Context: an optimization exercise on an open-source flow, tuned for small area, a short achievable clock period and few clock cycles per item. The choices shown serve that exercise and are no tape-out recipe.
Where RTL was checked, it was by simulation tests only, not by an equivalence proof against the original.
Power is estimated from default activity; no workload was simulated.

==> module MS_DMAC_AHBL, before the edit <==
module MS_DMAC_AHBL (
    input   wire    HCLK,
    input   wire    HRESETn,
    output  wire    IRQ,
    input wire          HSEL,
    input wire [31:0]   HADDR,
    input wire [1:0]    HTRANS,
    input wire          HWRITE,
    input wire          HREADY,
    input wire [31:0]   HWDATA,
    input wire [2:0]    HSIZE,
    output wire         HREADYOUT,
    output wire [31:0]  HRDATA,
    output wire [31:0]  M_HADDR,
    output wire [1:0]   M_HTRANS,
    output wire [2:0] 	M_HSIZE,
    output wire         M_HWRITE,
    output wire [31:0]  M_HWDATA,
    input wire          M_HREADY,
    input wire [31:0]   M_HRDATA
);
    reg         we_ctrl, we_saddr, we_daddr, we_size, we_trig;
    wire [15:0] a = HADDR[15:0];
    wire        a_ctrl  = (a == 16'h00);
    wire        a_stat  = (a == 16'h04);
    wire        a_saddr = (a == 16'h08);
    wire        a_daddr = (a == 16'h0C);
    wire        a_size  = (a == 16'h10);
    wire        a_trig  = (a == 16'h14);
    wire        a_none  = ~(a_ctrl | a_stat | a_saddr | a_daddr | a_size | a_trig);
    wire        wr_ap   = HSEL & HWRITE & HTRANS[1];
    always @(posedge HCLK) begin
        if (HREADY) begin
            we_ctrl  <= wr_ap & a_ctrl;
            we_saddr <= wr_ap & a_saddr;
            we_daddr <= wr_ap & a_daddr;
            we_size  <= wr_ap & a_size;
            we_trig  <= wr_ap & a_trig;
        end
    end
    reg [31:0]  CTRL_REG;
    reg [31:0]  SADDR_REG;
    reg [31:0]  DADDR_REG;
    reg [15:0]  SIZE_REG;
    reg         TRIG_REG;
    reg         done_r;
    reg         irq_r;
    wire        done_set;
    wire [31:0] ctrl_nx  = we_ctrl  ? HWDATA        : CTRL_REG;
    wire [31:0] saddr_nx = we_saddr ? HWDATA        : SADDR_REG;
    wire [31:0] daddr_nx = we_daddr ? HWDATA        : DADDR_REG;
    wire [15:0] size_nx  = we_size  ? HWDATA[15:0]  : SIZE_REG;
    wire        trig_nx  = we_trig  ? HWDATA[0]     : (TRIG_REG & ~done_set);
    wire        done_nx  = we_trig  ? 1'b0          : (done_r | done_set);
    wire        irq_nx   = done_nx & ctrl_nx[0];
    always @(posedge HCLK or negedge HRESETn)
        if (~HRESETn) begin
            CTRL_REG  <= 32'h0;
            SADDR_REG <= 32'h0;
            DADDR_REG <= 32'h0;
            SIZE_REG  <= 16'h0;
            TRIG_REG  <= 1'b0;
            done_r    <= 1'b0;
            irq_r     <= 1'b0;
        end else begin
            CTRL_REG  <= ctrl_nx;
            SADDR_REG <= saddr_nx;
            DADDR_REG <= daddr_nx;
            SIZE_REG  <= size_nx;
            TRIG_REG  <= trig_nx;
            done_r    <= done_nx;
            irq_r     <= irq_nx;
        end
    assign IRQ = irq_r;
    reg [31:0]  rdata_r;
    always @(posedge HCLK)
        rdata_r <= ({32{a_ctrl}}  & ctrl_nx)
                 | ({32{a_stat}}  & {31'h0, irq_nx})
                 | ({32{a_saddr}} & saddr_nx)
                 | ({32{a_daddr}} & daddr_nx)
                 | ({32{a_size}}  & {16'h0, size_nx})
                 | ({32{a_trig}}  & {31'h0, trig_nx})
                 | ({32{a_none}}  & 32'hDEADBEEF);
    assign HRDATA    = rdata_r;
    assign HREADYOUT = 1'b1;
    reg         s_rd;        
    reg         s_wr;        
    reg         s_wl;        
    reg         s_fdp;       
    reg         htrans_r;
    reg         hwrite_r;
    reg [1:0]   hsize_r;
    reg [15:0]  rem;         
    reg         last;        
    reg [31:0]  cur;         
    reg [31:0]  alt;         
    wire idle  = ~(s_rd | s_wr | s_wl | s_fdp);
    wire rdy   = M_HREADY;
    wire start = idle & (we_trig ? HWDATA[0] : TRIG_REG) & ctrl_nx[0];
    wire n_rd  = rdy ? (start | s_wr)   : (s_rd | start);
    wire n_wr  = rdy ? (s_rd & ~last)   : s_wr;
    wire n_wl  = rdy ? (s_rd & last)    : s_wl;
    wire n_fdp = rdy ? s_wl             : s_fdp;
    assign done_set = s_fdp & rdy;
    always @(posedge HCLK or negedge HRESETn)
        if (~HRESETn) begin
            s_rd     <= 1'b0;
            s_wr     <= 1'b0;
            s_wl     <= 1'b0;
            s_fdp    <= 1'b0;
            htrans_r <= 1'b0;
            hwrite_r <= 1'b0;
        end else begin
            s_rd     <= n_rd;
            s_wr     <= n_wr;
            s_wl     <= n_wl;
            s_fdp    <= n_fdp;
            htrans_r <= n_rd | n_wr | n_wl;
            hwrite_r <= n_wr | n_wl;
        end
    wire        n_w   = n_wr | n_wl;
    wire [1:0]  n_typ = n_w ? ctrl_nx[25:24] : ctrl_nx[17:16];
    wire        n_ai  = n_w ? ctrl_nx[26]    : ctrl_nx[18];
    reg [3:0]   step;
    always @(posedge HCLK) begin
        hsize_r <= n_typ;
        step    <= n_ai ? (4'h1 << n_typ) : 4'h0;
    end
    wire swap = rdy & (s_rd | s_wr);
    wire [31:0] nxt = cur + {28'h0, step};
    always @(posedge HCLK) begin
        if (idle) begin
            rem  <= SIZE_REG;
            last <= (SIZE_REG == 16'h0);
            alt  <= DADDR_REG;
        end else begin
            if (rdy & s_rd) begin
                rem  <= rem - 16'h1;
                last <= (rem == 16'h1);
            end
            if (swap)
                alt <= nxt;
        end
    end
    always @(posedge HCLK or negedge HRESETn)
        if (~HRESETn)
            cur <= 32'h0;
        else if (idle)
            cur <= SADDR_REG;
        else if (swap)
            cur <= alt;
    reg         dp_r;
    reg [31:0]  wdata;
    always @(posedge HCLK)
        if (rdy)
            dp_r <= htrans_r & ~hwrite_r;
    always @(posedge HCLK)
        if (dp_r)
            wdata <= M_HRDATA;
    assign M_HADDR  = cur;
    assign M_HTRANS = {htrans_r, 1'b0};
    assign M_HWRITE = hwrite_r;
    assign M_HSIZE  = {1'b0, hsize_r};
    assign M_HWDATA = wdata;
endmodule
export LEC_CHECK = 0
export ABC_CLOCK_PERIOD_IN_PS = 2500
export CAP_MARGIN = 20
export CORE_MARGIN = 2
export CORE_UTILIZATION = 55
export CTS_CLUSTER_DIAMETER = 100
export CTS_CLUSTER_SIZE = 25
export SETUP_SLACK_MARGIN = 4.55
export SLEW_MARGIN = 20
export TNS_END_PERCENT = 100
create_clock -name core_clock -period 7.0 [get_ports {HCLK}]
standard.sh (not shown) runs the stock make flow with config.mk's settings and CLKGATE_MAP_FILE= SYNTH_SCRIPT=/design/flow/synth_recipe.tcl, a recipe that flattens the netlist after the stock synthesis.
==> flow/flow/run.sh <==
#!/bin/bash
# Standard layout, with every port buffered by the smallest buffer
# (timing repair resizes them where it needs to).
set -euo pipefail
export BUFFER_PORTS_ARGS="-buffer_cell sky130_fd_sc_hd__buf_1"
bash standard.sh synth > synth.log 2>&1
bash standard.sh > layout.log 2>&1
==> next run, changes <==
--- a/flow/design.v
+++ b/flow/design.v
@@ -22,16 +22,14 @@
     input wire [31:0]   M_HRDATA
 );
     reg         we_ctrl, we_saddr, we_daddr, we_size, we_trig;
     wire [15:0] a = HADDR[15:0];
     wire        a_ctrl  = (a == 16'h00);
-    wire        a_stat  = (a == 16'h04);
     wire        a_saddr = (a == 16'h08);
     wire        a_daddr = (a == 16'h0C);
     wire        a_size  = (a == 16'h10);
     wire        a_trig  = (a == 16'h14);
-    wire        a_none  = ~(a_ctrl | a_stat | a_saddr | a_daddr | a_size | a_trig);
     wire        wr_ap   = HSEL & HWRITE & HTRANS[1];
     always @(posedge HCLK) begin
         if (HREADY) begin
             we_ctrl  <= wr_ap & a_ctrl;
             we_saddr <= wr_ap & a_saddr;
@@ -73,18 +71,25 @@
             done_r    <= done_nx;
             irq_r     <= irq_nx;
         end
     assign IRQ = irq_r;
     reg [31:0]  rdata_r;
+    reg [31:0]  rsel;
+    wire        a_ok = (a[15:5] == 11'h0) & (a[1:0] == 2'h0);
+    always @* begin
+        case (a[4:2])
+            3'd0:    rsel = ctrl_nx;
+            3'd1:    rsel = {31'h0, irq_nx};
+            3'd2:    rsel = saddr_nx;
+            3'd3:    rsel = daddr_nx;
+            3'd4:    rsel = {16'h0, size_nx};
+            3'd5:    rsel = {31'h0, trig_nx};
+            default: rsel = 32'hDEADBEEF;
+        endcase
+    end
     always @(posedge HCLK)
-        rdata_r <= ({32{a_ctrl}}  & ctrl_nx)
-                 | ({32{a_stat}}  & {31'h0, irq_nx})
-                 | ({32{a_saddr}} & saddr_nx)
-                 | ({32{a_daddr}} & daddr_nx)
-                 | ({32{a_size}}  & {16'h0, size_nx})
-                 | ({32{a_trig}}  & {31'h0, trig_nx})
-                 | ({32{a_none}}  & 32'hDEADBEEF);
+        rdata_r <= a_ok ? rsel : 32'hDEADBEEF;
     assign HRDATA    = rdata_r;
     assign HREADYOUT = 1'b1;
     reg         s_rd;        
     reg         s_wr;        
     reg         s_wl;        
=>
- The new run ran to the end with no violations
- setup slack gets better by 0.15 ns
- worst hold slack gets worse by 0.0049 ns
- total power climbs by 0.35%
- cell count went down by 3.1%
- global-route usage went up by 0.29 points
- via count is lower by 3.4%
- final area drops by 5.2%
- wire length fell by 4.9%
- maximum frequency rises by 6.0%
- utilization is lower by 3.0 points
- register-to-register slack gets better by 0.03 ns
- sequential share of layout area grows by 2.7 points
- sequential power is about the same
Testbench counts after the change, summed over its fixed seeds: cycles 100,747, items 25,289.
Function not checked in the first run of this note: the RTL went through the layout flow alone.

==> port drivers added, routing unchanged <==
In the flow no input, the clock included, has a driving cell. The finished layouts below were timed again as built, in two steps.
Step 1 (the two cells are an assumption about what drives the block):
set clk [get_ports {HCLK}]
set_driving_cell -lib_cell sky130_fd_sc_hd__clkbuf_16 $clk
set_driving_cell -lib_cell sky130_fd_sc_hd__buf_2 [delete_from_list [all_inputs] $clk]
Step 2 moves the port delays by t, midway between the first and last clock arrival at a register: inputs arrive t later, outputs are due t later. That takes back most of the time a late clock gives input paths.
Slacks: ideal ports / drivers / drivers and shift; pairs: ideal ports / drivers.
run | t, ns | setup WS [ns] | worst setup path after step 2 | clock arrival spread, ns | slew at the worst register clock pin (ns)
the first run | 0.530 | 4.358 / 4.369 / 3.839 | input to register | 0.033 / 0.034 | 0.10 / 0.10
the second run | 0.530 | 4.507 / 4.460 / 4.114 | input to register | 0.028 / 0.029 | 0.11 / 0.11
After both steps setup and hold are still met in every run listed. The setup slack of the first run, which loses most, moves by +0.011 ns with the drivers and by -0.519 ns with both steps.
